This is an optimization exercise on Yosys and OpenROAD, whose aim is small area, not a production implementation. Where RTL was checked, it was by simulation tests only, not by an equivalence proof against the original. Power figures rest on the tool's default switching activity, not on a simulated workload.

## main
==> module LDST_SEQUENCER, before the edit <==
module LDST_SEQUENCER (
    input           clock,
    input           clock_enable,
    input           reset,
    output  [15:0]  instruction_bus_address,
    input   [12:0]  instruction_bus_data,
    output  [7:0]   io_bus_address,
    output  [7:0]   io_bus_data_out,
    input   [7:0]   io_bus_data_in,
    output          io_bus_out,
    output          io_bus_in
);
    wire    [11:0]  ins = instruction_bus_data[11:0];
    wire    [7:0]   d   = ins[7:0];
    wire    transfer    = ~ins[11] & ~ins[10];
    wire    load        = transfer & ~ins[8];
    wire    store       = transfer &  ins[8];
    wire    ld_bus      = load & ~ins[9];
    wire    subroutine  = ~ins[11] & ins[10];
    wire    call        = subroutine & ~ins[8];
    wire    ret         = subroutine &  ins[8];
    wire    internal    = ~|d[7:2];
    wire    sel_a       = internal & (d[1:0] == 2'd0);
    wire    sel_b       = internal & (d[1:0] == 2'd1);
    wire    sel_f       = internal & (d[1:0] == 2'd2);
    wire    sel_alu     = internal & (d[1:0] == 2'd3);
    wire    ex_store    = clock_enable & store;
    wire    ex_load     = clock_enable & load;
    reg     [7:0]   work;
    reg     [7:0]   reg_a;
    reg     [7:0]   reg_b;
    reg     [7:0]   alu_op;
    reg             flag_o, flag_c, flag_z;
    reg     [15:0]  pc;
    wire    [7:0]   op2     = alu_op[3] ? {8{alu_op[1]}} : (reg_b ^ {8{alu_op[1]}});
    wire            cin     = alu_op[1] ? ~(alu_op[0] & ~flag_c) : (alu_op[0] & flag_c);
    wire    [7:0]   g       = reg_a & op2;
    wire    [7:0]   p       = reg_a ^ op2;
    wire    [8:0]   c;
    assign  c[0] = cin;
    genvar  i;
    generate
        for (i = 0; i < 8; i = i + 2) begin : carry_chain
            wire    gg = g[i+1] | (p[i+1] & g[i]);
            wire    pp = p[i+1] & p[i];
            assign  c[i+1] = g[i] | (p[i] & c[i]);
            assign  c[i+2] = gg | (pp & c[i]);
        end
    endgenerate
    wire    [2:0]   fn      = alu_op[7:5];
    wire            sel_p   = (fn == 3'b001) | (fn == 3'b010) | (fn == 3'b100);
    wire            sel_g   = (fn == 3'b000) | (fn == 3'b001);
    wire            is_add  = (fn == 3'b100);
    wire            is_shl  = (fn == 3'b101);
    wire            is_shr  = fn[2] & fn[1];
    wire    [7:0]   logic_res = ({8{sel_p}} & p) ^ (({8{sel_g}} & g) | ({8{is_add}} & c[7:0]));
    wire    [7:0]   shl_res   = {reg_a[6:0], cin};
    wire    [7:0]   shr_res   = {cin | (alu_op[5] & reg_a[7]), reg_a[7:1]};
    wire    [7:0]   res_mux   = ({8{is_shl}} & shl_res)
                              | ({8{is_shr}} & shr_res)
                              | ({8{~(is_shl | is_shr)}} & logic_res);
    wire    [7:0]   alu_res   = res_mux ^ {8{alu_op[2]}};
    wire            c_out   = (is_add & c[8]) | (is_shl & reg_a[7]) | (is_shr & reg_a[0]) | (~alu_op[7] & flag_c);
    wire            o_out   = is_add ? (~(reg_a[7] ^ op2[7]) & (reg_a[7] ^ logic_res[7])) : flag_o;
    wire            z_out   = ~|alu_res;
    wire            ld_reg  = ex_load & ~ins[9];
    wire            w_imm   = ex_load & ins[9];
    wire            w_io    = ld_reg & ~internal;
    wire            w_a     = ld_reg & sel_a;
    wire            w_b     = ld_reg & sel_b;
    wire            w_f     = ld_reg & sel_f;
    wire            w_alu   = ld_reg & sel_alu;
    wire    [7:0]   work_next = ({8{w_imm}} & d)
                              | ({8{w_io}}  & io_bus_data_in)
                              | ({8{w_a}}   & reg_a)
                              | ({8{w_b}}   & reg_b)
                              | ({8{w_f}}   & {5'd0, flag_o, flag_c, flag_z})
                              | ({8{w_alu}} & alu_res)
                              | ({8{~ex_load}} & work);
    always @(posedge clock, posedge reset) begin
        if (reset)
            work <= 8'h00;
        else
            work <= work_next;
    end
    always @(posedge clock, posedge reset) begin
        if (reset) begin
            reg_a  <= 8'h00;
            reg_b  <= 8'h00;
            alu_op <= 8'h00;
        end else begin
            if (ex_store & sel_a)   reg_a  <= work;
            if (ex_store & sel_b)   reg_b  <= work;
            if (ex_store & sel_alu) alu_op <= work;
        end
    end
    always @(posedge clock, posedge reset) begin
        if (reset)
            {flag_o, flag_c, flag_z} <= 3'b000;
        else if (ex_store & sel_f)
            {flag_o, flag_c, flag_z} <= work[2:0];
        else if (w_alu)
            {flag_o, flag_c, flag_z} <= {o_out, c_out, z_out};
    end
    reg     [15:0]  st0, st1, st2, st3;
    reg     [3:0]   valid;
    wire            push    = clock_enable & call;
    wire            pop     = clock_enable & ret;
    wire    [15:0]  pc_inc  = pc + {15'd0, clock_enable};
    wire            hold    = ~push & ~pop;
    always @(posedge clock) begin
        st0 <= ({16{push}} & pc_inc) | ({16{pop}} & st1) | ({16{hold}} & st0);
        st1 <= ({16{push}} & st0)    | ({16{pop}} & st2) | ({16{hold}} & st1);
        st2 <= ({16{push}} & st1)    | ({16{pop}} & st3) | ({16{hold}} & st2);
        if (push)
            st3 <= st2;
    end
    always @(posedge clock, posedge reset) begin
        if (reset)
            valid <= 4'd0;
        else if (push)
            valid <= {valid[2:0], 1'b1};
        else if (pop)
            valid <= {1'b0, valid[3:1]};
    end
    wire    taken   = ins[11] & (~|ins[10:8] | |(ins[10:8] & {flag_o, flag_c, flag_z}));
    wire            sel_ret = clock_enable & ret & valid[0];
    wire            sel_jmp = clock_enable & (call | taken);
    wire            sel_inc = ~(clock_enable & (ret | call | taken));
    wire    [15:0]  pc_next = ({16{sel_ret}} & st0)
                            | ({16{sel_jmp}} & {work, d})
                            | ({16{sel_inc}} & pc_inc);
    always @(posedge clock, posedge reset) begin
        if (reset)
            pc <= 16'h0000;
        else
            pc <= pc_next;
    end
    assign  instruction_bus_address = pc;
    assign  io_bus_address          = d;
    assign  io_bus_data_out         = work;
    assign  io_bus_out              = store;
    assign  io_bus_in               = ld_bus;
endmodule
==> flow/config.mk <==
export PLATFORM = sky130hd
export DESIGN_NAME = LDST_SEQUENCER
export DESIGN_NICKNAME = LDST_SEQUENCER
export VERILOG_FILES = /design/flow/design.v
export SDC_FILE = /design/flow/constraint.sdc
export NUM_CORES = 4
export LEC_CHECK = 0
export CAP_MARGIN = 20
export CORE_MARGIN = 2
export CORE_UTILIZATION = 40
export GPL_TIMING_DRIVEN = 0
export SETUP_SLACK_MARGIN = 0.1
export SLEW_MARGIN = 20
==> flow/constraint.sdc <==
create_clock -name core_clock -period 3.5 [get_ports {clock}]
set_input_delay 0.7000 -clock core_clock [delete_from_list [all_inputs] [get_ports {clock}]]
set_output_delay 0.7000 -clock core_clock [all_outputs]
set_load 0.01 [all_outputs]
standard.sh (not shown) runs the stock make flow with config.mk's settings and CLKGATE_MAP_FILE= SYNTH_SCRIPT=/design/flow/synth_recipe.tcl, a recipe that flattens the netlist after the stock synthesis.
==> flow/flow/run.sh <==
#!/bin/bash
# Own layout flow: the standard ORFS flow, with an area-oriented synthesis
# (no full/half-adder extraction, an area-mapping ABC script), small port
# buffers and a clock tree without dummy loads. Each tool's output goes to a
# log of its own in this folder.
set -euo pipefail
W=$(pwd)
F=$W/flow

# Synthesis script: ORFS's synth.tcl with the ABC script swapped for ours.
sed -e "s|log_cmd abc {\*}\$abc_args|log_cmd abc -script $F/area.abc {*}[lrange \$abc_args 2 end]|" \
    "$FLOW_HOME/scripts/synth.tcl" > "$W/own_synth_body.tcl"
grep -q "area.abc" "$W/own_synth_body.tcl"
sed -e "s|\$::env(SCRIPTS_DIR)/synth.tcl|$W/own_synth_body.tcl|" synth_recipe.tcl > "$W/own_synth.tcl"
grep -q own_synth_body "$W/own_synth.tcl"

# standard.sh with our synthesis script and extra knobs.
# flow/knobs.txt: one extra make variable assignment per line.
EXTRA="ADDER_MAP_FILE="
while IFS= read -r line; do
  [[ -z "$line" || "$line" == \#* ]] && continue
  EXTRA="$EXTRA '$line'"
done < "$F/knobs.txt"
sed -e "s|SYNTH_SCRIPT=[^ ]*|SYNTH_SCRIPT=$W/own_synth.tcl $EXTRA|" standard.sh > "$W/own_standard.sh"
grep -q own_synth "$W/own_standard.sh"

bash "$W/own_standard.sh" finish > "$W/flow_make.log" 2>&1
==> flow/flow/area.abc <==
strash
&get -n
&dch -f
&nf -R 1000
&put
topo
buffer -p
upsize -D 3000
dnsize -D 3000
==> flow/flow/knobs.txt <==
BUFFER_PORTS_ARGS=-buffer_cell sky130_fd_sc_hd__buf_1
CTS_ARGS=-sink_clustering_enable -repair_clock_nets -dont_use_dummy_load -buf_list sky130_fd_sc_hd__clkbuf_4
main went all the way through synthesis, placement and routing and the layout is clean on timing, DRC and antenna.
--- input diff main..the feature branch ---
-- flow/design.v --
<<< main, line 57
    wire    [7:0]   shl_res   = {reg_a[6:0], cin};
    wire    [7:0]   shr_res   = {cin | (alu_op[5] & reg_a[7]), reg_a[7:1]};
    wire    [7:0]   res_mux   = ({8{is_shl}} & shl_res)
                              | ({8{is_shr}} & shr_res)
                              | ({8{~(is_shl | is_shr)}} & logic_res);
    wire    [7:0]   alu_res   = res_mux ^ {8{alu_op[2]}};
    wire            c_out   = (is_add & c[8]) | (is_shl & reg_a[7]) | (is_shr & reg_a[0]) | (~alu_op[7] & flag_c);
    wire            o_out   = is_add ? (~(reg_a[7] ^ op2[7]) & (reg_a[7] ^ logic_res[7])) : flag_o;
    wire            z_out   = ~|alu_res;
    wire            ld_reg  = ex_load & ~ins[9];
    wire            w_imm   = ex_load & ins[9];
    wire            w_io    = ld_reg & ~internal;
    wire            w_a     = ld_reg & sel_a;
    wire            w_b     = ld_reg & sel_b;
    wire            w_f     = ld_reg & sel_f;
    wire            w_alu   = ld_reg & sel_alu;
    wire    [7:0]   work_next = ({8{w_imm}} & d)
                              | ({8{w_io}}  & io_bus_data_in)
                              | ({8{w_a}}   & reg_a)
                              | ({8{w_b}}   & reg_b)
                              | ({8{w_f}}   & {5'd0, flag_o, flag_c, flag_z})
                              | ({8{w_alu}} & alu_res)
                              | ({8{~ex_load}} & work);
    always @(posedge clock, posedge reset) begin
        if (reset)
            work <= 8'h00;
        else
            work <= work_next;
    end
    always @(posedge clock, posedge reset) begin
>>> the feature branch, line 57
    wire    [7:0]   shl_res   = {reg_a[6:0], cin};
    wire    [7:0]   shr_res   = {cin | (alu_op[5] & reg_a[7]), reg_a[7:1]};
    wire    [7:0]   res_mux   = is_shl ? shl_res : (is_shr ? shr_res : logic_res);
    wire    [7:0]   alu_res   = res_mux ^ {8{alu_op[2]}};
    wire            c_out   = is_add ? c[8] : (is_shl ? reg_a[7] : (is_shr ? reg_a[0] : flag_c));
    wire            o_out   = is_add ? (~(reg_a[7] ^ op2[7]) & (reg_a[7] ^ logic_res[7])) : flag_o;
    wire            z_out   = ~|alu_res;
    wire    [7:0]   int_data =  ({8{sel_a}} & reg_a)
                              | ({8{sel_b}} & reg_b)
                              | ({8{sel_f}} & {5'd0, flag_o, flag_c, flag_z})
                              | ({8{sel_alu}} & alu_res);
    wire    [7:0]   load_data = ins[9] ? d : (internal ? int_data : io_bus_data_in);
    always @(posedge clock, posedge reset) begin
        if (reset)
            work <= 8'h00;
        else if (ex_load)
            work <= load_data;
    end
    always @(posedge clock, posedge reset) begin
<<< main, line 100
        else if (ex_store & sel_f)
            {flag_o, flag_c, flag_z} <= work[2:0];
        else if (w_alu)
            {flag_o, flag_c, flag_z} <= {o_out, c_out, z_out};
    end
>>> the feature branch, line 89
        else if (ex_store & sel_f)
            {flag_o, flag_c, flag_z} <= work[2:0];
        else if (ex_load & ~ins[9] & sel_alu)
            {flag_o, flag_c, flag_z} <= {o_out, c_out, z_out};
    end
Findings:
- Complete run, failing final checks: the feature branch, reason negative setup slack.
- main and the feature branch ended up with roughly the same global-route usage.
- Detailed route, the feature branch vs main: via total higher for the feature branch
- Area of the multi-input gates, main and the feature branch, higher one = the feature branch.
- The worst hold slack of the feature branch was superior to that of main.
- Clock share of power across main and the feature branch: no real change.
- Taking the feature branch as 1.0, main lands at 1.08 on maximum frequency from static timing analysis.
- The feature branch consumes less power than main does.
No functional check of the RTL was part of the feature branch.

The RTL this note starts from:
==> flow/design.v <==
module LDST_SEQUENCER (
    input           clock,
    input           clock_enable,
    input           reset,
    output  [15:0]  instruction_bus_address,
    input   [12:0]  instruction_bus_data,
    output  [7:0]   io_bus_address,
    output  [7:0]   io_bus_data_out,
    input   [7:0]   io_bus_data_in,
    output          io_bus_out,
    output          io_bus_in
);
    wire    [11:0]  ins = instruction_bus_data[11:0];
    wire    [7:0]   d   = ins[7:0];
    wire    transfer    = ~ins[11] & ~ins[10];
    wire    load        = transfer & ~ins[8];
    wire    store       = transfer &  ins[8];
    wire    ld_bus      = load & ~ins[9];
    wire    subroutine  = ~ins[11] & ins[10];
    wire    call        = subroutine & ~ins[8];
    wire    ret         = subroutine &  ins[8];
    wire    internal    = ~|d[7:2];
    wire    sel_a       = internal & (d[1:0] == 2'd0);
    wire    sel_b       = internal & (d[1:0] == 2'd1);
    wire    sel_f       = internal & (d[1:0] == 2'd2);
    wire    sel_alu     = internal & (d[1:0] == 2'd3);
    wire    ex_store    = clock_enable & store;
    wire    ex_load     = clock_enable & load;
    reg     [7:0]   work;
    reg     [7:0]   reg_a;
    reg     [7:0]   reg_b;
    reg     [7:0]   alu_op;
    reg             flag_o, flag_c, flag_z;
    reg     [15:0]  pc;
    wire    [7:0]   op2     = alu_op[3] ? {8{alu_op[1]}} : (reg_b ^ {8{alu_op[1]}});
    wire            cin     = alu_op[1] ? ~(alu_op[0] & ~flag_c) : (alu_op[0] & flag_c);
    wire    [7:0]   g       = reg_a & op2;
    wire    [7:0]   p       = reg_a ^ op2;
    wire    [8:0]   c;
    assign  c[0] = cin;
    genvar  i;
    generate
        for (i = 0; i < 8; i = i + 2) begin : carry_chain
            wire    gg = g[i+1] | (p[i+1] & g[i]);
            wire    pp = p[i+1] & p[i];
            assign  c[i+1] = g[i] | (p[i] & c[i]);
            assign  c[i+2] = gg | (pp & c[i]);
        end
    endgenerate
    wire    [2:0]   fn      = alu_op[7:5];
    wire            sel_p   = (fn == 3'b001) | (fn == 3'b010) | (fn == 3'b100);
    wire            sel_g   = (fn == 3'b000) | (fn == 3'b001);
    wire            is_add  = (fn == 3'b100);
    wire            is_shl  = (fn == 3'b101);
    wire            is_shr  = fn[2] & fn[1];
    wire    [7:0]   logic_res = ({8{sel_p}} & p) ^ (({8{sel_g}} & g) | ({8{is_add}} & c[7:0]));
    wire    [7:0]   shl_res   = {reg_a[6:0], cin};
    wire    [7:0]   shr_res   = {cin | (alu_op[5] & reg_a[7]), reg_a[7:1]};
    wire    [7:0]   res_mux   = ({8{is_shl}} & shl_res)
                              | ({8{is_shr}} & shr_res)
                              | ({8{~(is_shl | is_shr)}} & logic_res);
    wire    [7:0]   alu_res   = res_mux ^ {8{alu_op[2]}};
    wire            c_out   = (is_add & c[8]) | (is_shl & reg_a[7]) | (is_shr & reg_a[0]) | (~alu_op[7] & flag_c);
    wire            o_out   = is_add ? (~(reg_a[7] ^ op2[7]) & (reg_a[7] ^ logic_res[7])) : flag_o;
    wire            z_out   = ~|alu_res;
    wire            ld_reg  = ex_load & ~ins[9];
    wire            w_imm   = ex_load & ins[9];
    wire            w_io    = ld_reg & ~internal;
    wire            w_a     = ld_reg & sel_a;
    wire            w_b     = ld_reg & sel_b;
    wire            w_f     = ld_reg & sel_f;
    wire            w_alu   = ld_reg & sel_alu;
    wire    [7:0]   work_next = ({8{w_imm}} & d)
                              | ({8{w_io}}  & io_bus_data_in)
                              | ({8{w_a}}   & reg_a)
                              | ({8{w_b}}   & reg_b)
                              | ({8{w_f}}   & {5'd0, flag_o, flag_c, flag_z})
                              | ({8{w_alu}} & alu_res)
                              | ({8{~ex_load}} & work);
    always @(posedge clock, posedge reset) begin
        if (reset)
            work <= 8'h00;
        else
            work <= work_next;
    end
    always @(posedge clock, posedge reset) begin
        if (reset) begin
            reg_a  <= 8'h00;
            reg_b  <= 8'h00;
            alu_op <= 8'h00;
        end else begin
            if (ex_store & sel_a)   reg_a  <= work;
            if (ex_store & sel_b)   reg_b  <= work;
            if (ex_store & sel_alu) alu_op <= work;
        end
    end
    always @(posedge clock, posedge reset) begin
        if (reset)
            {flag_o, flag_c, flag_z} <= 3'b000;
        else if (ex_store & sel_f)
            {flag_o, flag_c, flag_z} <= work[2:0];
        else if (w_alu)
            {flag_o, flag_c, flag_z} <= {o_out, c_out, z_out};
    end
    reg     [15:0]  st0, st1, st2, st3;
    reg     [3:0]   valid;
    wire            push    = clock_enable & call;
    wire            pop     = clock_enable & ret;
    wire    [15:0]  pc_inc  = pc + {15'd0, clock_enable};
    wire            hold    = ~push & ~pop;
    always @(posedge clock) begin
        st0 <= ({16{push}} & pc_inc) | ({16{pop}} & st1) | ({16{hold}} & st0);
        st1 <= ({16{push}} & st0)    | ({16{pop}} & st2) | ({16{hold}} & st1);
        st2 <= ({16{push}} & st1)    | ({16{pop}} & st3) | ({16{hold}} & st2);
        if (push)
            st3 <= st2;
    end
    always @(posedge clock, posedge reset) begin
        if (reset)
            valid <= 4'd0;
        else if (push)
            valid <= {valid[2:0], 1'b1};
        else if (pop)
            valid <= {1'b0, valid[3:1]};
    end
    wire    taken   = ins[11] & (~|ins[10:8] | |(ins[10:8] & {flag_o, flag_c, flag_z}));
    wire            sel_ret = clock_enable & ret & valid[0];
    wire            sel_jmp = clock_enable & (call | taken);
    wire            sel_inc = ~(clock_enable & (ret | call | taken));
    wire    [15:0]  pc_next = ({16{sel_ret}} & st0)
                            | ({16{sel_jmp}} & {work, d})
                            | ({16{sel_inc}} & pc_inc);
    always @(posedge clock, posedge reset) begin
        if (reset)
            pc <= 16'h0000;
        else
            pc <= pc_next;
    end
    assign  instruction_bus_address = pc;
    assign  io_bus_address          = d;
    assign  io_bus_data_out         = work;
    assign  io_bus_out              = store;
    assign  io_bus_in               = ld_bus;
endmodule
clock: 3.5 ns
lec_check: 0
cap_margin: 10
core_margin: 2
core_utilization: 55
gpl_timing_driven: 0
setup_slack_margin: 0.05
slew_margin: 10
==> flow/flow/run.sh <==
#!/bin/bash
# Own layout flow: the standard ORFS flow, with an area-oriented synthesis
# (no full/half-adder extraction, an area-mapping ABC script), synthesis's
# pass-through buffers removed before port buffering, small port buffers and
# a clock tree without dummy loads. Each tool's output goes to a
# log of its own in this folder.
set -euo pipefail
W=$(pwd)
F=$W/flow

# Synthesis script: ORFS's synth.tcl with the ABC script swapped for ours.
sed -e "s|log_cmd abc {\*}\$abc_args|log_cmd abc -script $F/area.abc {*}[lrange \$abc_args 2 end]|" \
    "$FLOW_HOME/scripts/synth.tcl" > "$W/own_synth_body.tcl"
grep -q "area.abc" "$W/own_synth_body.tcl"
sed -e "s|\$::env(SCRIPTS_DIR)/synth.tcl|$W/own_synth_body.tcl|" synth_recipe.tcl > "$W/own_synth.tcl"
grep -q own_synth_body "$W/own_synth.tcl"

# standard.sh with our synthesis script and extra knobs.
# flow/knobs.txt: one extra make variable assignment per line.
EXTRA="ADDER_MAP_FILE= PRE_GLOBAL_PLACE_TCL=$F/pre_gpl.tcl"
while IFS= read -r line; do
  [[ -z "$line" || "$line" == \#* ]] && continue
  EXTRA="$EXTRA '$line'"
done < "$F/knobs.txt"
sed -e "s|SYNTH_SCRIPT=[^ ]*|SYNTH_SCRIPT=$W/own_synth.tcl $EXTRA|" standard.sh > "$W/own_standard.sh"
grep -q own_synth "$W/own_standard.sh"

bash "$W/own_standard.sh" finish > "$W/flow_make.log" 2>&1
==> flow/flow/area.abc <==
strash
&get -n
&dc2
&dch -f
&nf -R 1000
&put
topo
==> flow/flow/pre_gpl.tcl <==
# Before port buffering and global placement: remove the buffers synthesis
# put on pass-through wires (instruction_bus_data[7:0] to io_bus_address),
# as the standard flow's timing-driven placement does; buffer_ports then
# gives every port its own buffer.
remove_buffers
Scripts as last shown in full above: flow/flow/knobs.txt
Edit:
--- a/flow/design.v
+++ b/flow/design.v
@@ -59,13 +59,13 @@
     wire    [7:0]   res_mux   = ({8{is_shl}} & shl_res)
                               | ({8{is_shr}} & shr_res)
                               | ({8{~(is_shl | is_shr)}} & logic_res);
     wire    [7:0]   alu_res   = res_mux ^ {8{alu_op[2]}};
     wire            c_out   = (is_add & c[8]) | (is_shl & reg_a[7]) | (is_shr & reg_a[0]) | (~alu_op[7] & flag_c);
     wire            o_out   = is_add ? (~(reg_a[7] ^ op2[7]) & (reg_a[7] ^ logic_res[7])) : flag_o;
-    wire            z_out   = ~|alu_res;
+    wire            z_out   = alu_op[2] ? &res_mux : ~|res_mux;
     wire            ld_reg  = ex_load & ~ins[9];
     wire            w_imm   = ex_load & ins[9];
     wire            w_io    = ld_reg & ~internal;
     wire            w_a     = ld_reg & sel_a;
     wire            w_b     = ld_reg & sel_b;
     wire            w_f     = ld_reg & sel_f;
@@ -100,32 +100,34 @@
         else if (ex_store & sel_f)
             {flag_o, flag_c, flag_z} <= work[2:0];
         else if (w_alu)
             {flag_o, flag_c, flag_z} <= {o_out, c_out, z_out};
     end
     reg     [15:0]  st0, st1, st2, st3;
-    reg     [3:0]   valid;
+    wire    [3:0]   valid;
     wire            push    = clock_enable & call;
     wire            pop     = clock_enable & ret;
     wire    [15:0]  pc_inc  = pc + {15'd0, clock_enable};
     wire            hold    = ~push & ~pop;
     always @(posedge clock) begin
         st0 <= ({16{push}} & pc_inc) | ({16{pop}} & st1) | ({16{hold}} & st0);
         st1 <= ({16{push}} & st0)    | ({16{pop}} & st2) | ({16{hold}} & st1);
         st2 <= ({16{push}} & st1)    | ({16{pop}} & st3) | ({16{hold}} & st2);
         if (push)
             st3 <= st2;
     end
+    reg     [2:0]   depth;
     always @(posedge clock, posedge reset) begin
         if (reset)
-            valid <= 4'd0;
-        else if (push)
-            valid <= {valid[2:0], 1'b1};
-        else if (pop)
-            valid <= {1'b0, valid[3:1]};
+            depth <= 3'd0;
+        else if (push & ~depth[2])
+            depth <= depth + 3'd1;
+        else if (pop & (depth != 3'd0))
+            depth <= depth - 3'd1;
     end
+    assign  valid = {depth[2], depth[2] | (depth[1] & depth[0]), depth[2] | depth[1], depth != 3'd0};
     wire    taken   = ins[11] & (~|ins[10:8] | |(ins[10:8] & {flag_o, flag_c, flag_z}));
     wire            sel_ret = clock_enable & ret & valid[0];
     wire            sel_jmp = clock_enable & (call | taken);
     wire            sel_inc = ~(clock_enable & (ret | call | taken));
     wire    [15:0]  pc_next = ({16{sel_ret}} & st0)
                             | ({16{sel_jmp}} & {work, d})
Worst setup slack degrades by 14 ps.
Global-route usage is higher by 1.3 points.
Sequential share of layout area is lower by 0.39 points.
Clock-buffer cell count does not change.
Fmax is lower by 0.43%.
Worst hold slack degrades by 12 ps.
Clock skew is higher by 9.4 ps.
No functional check of the RTL was part of the second run of this note.

==> what the ideal ports hide <==
How much do the figures lean on ideal ports? The routed layouts below were timed once more, with nothing changed but the port constraints.
Step 1 (the two cells are an assumption about what drives the block):
set clk [get_ports {clock}]
set_driving_cell -lib_cell sky130_fd_sc_hd__clkbuf_16 $clk
set_driving_cell -lib_cell sky130_fd_sc_hd__buf_2 [delete_from_list [all_inputs] $clk]
Step 2 adds t to the input delays and takes it off the output delays; t is the mean of the earliest and latest rising clock arrival at the registers after step 1. Input paths then give back, and output paths get back, about the clock's delay inside the block.
Slacks: ideal ports / drivers / drivers and shift; pairs: ideal ports / drivers.
run	t (ns)	slack for setup (ns)	hold slack, ns	worst setup path after step 2
main	0.542	0.138 / 0.138 / -0.138	0.265 / 0.252 / 0.475	input to register
the feature branch	0.528	-0.118 / -0.118 / -0.118	0.290 / 0.278 / 0.451	register to register
the first run of note 2	0.524	0.271 / 0.271 / 0.183	0.157 / 0.151 / 0.450	input to register
the second run of note 2	0.534	0.257 / 0.257 / -0.245	0.144 / 0.129 / 0.453	input to register
With both steps, setup timing fails in main and the second run of note 2, where it was met with ideal ports. The setup slack of the second run of note 2, which loses most, moves by 0.000 ns with the drivers and by -0.502 ns with both steps.
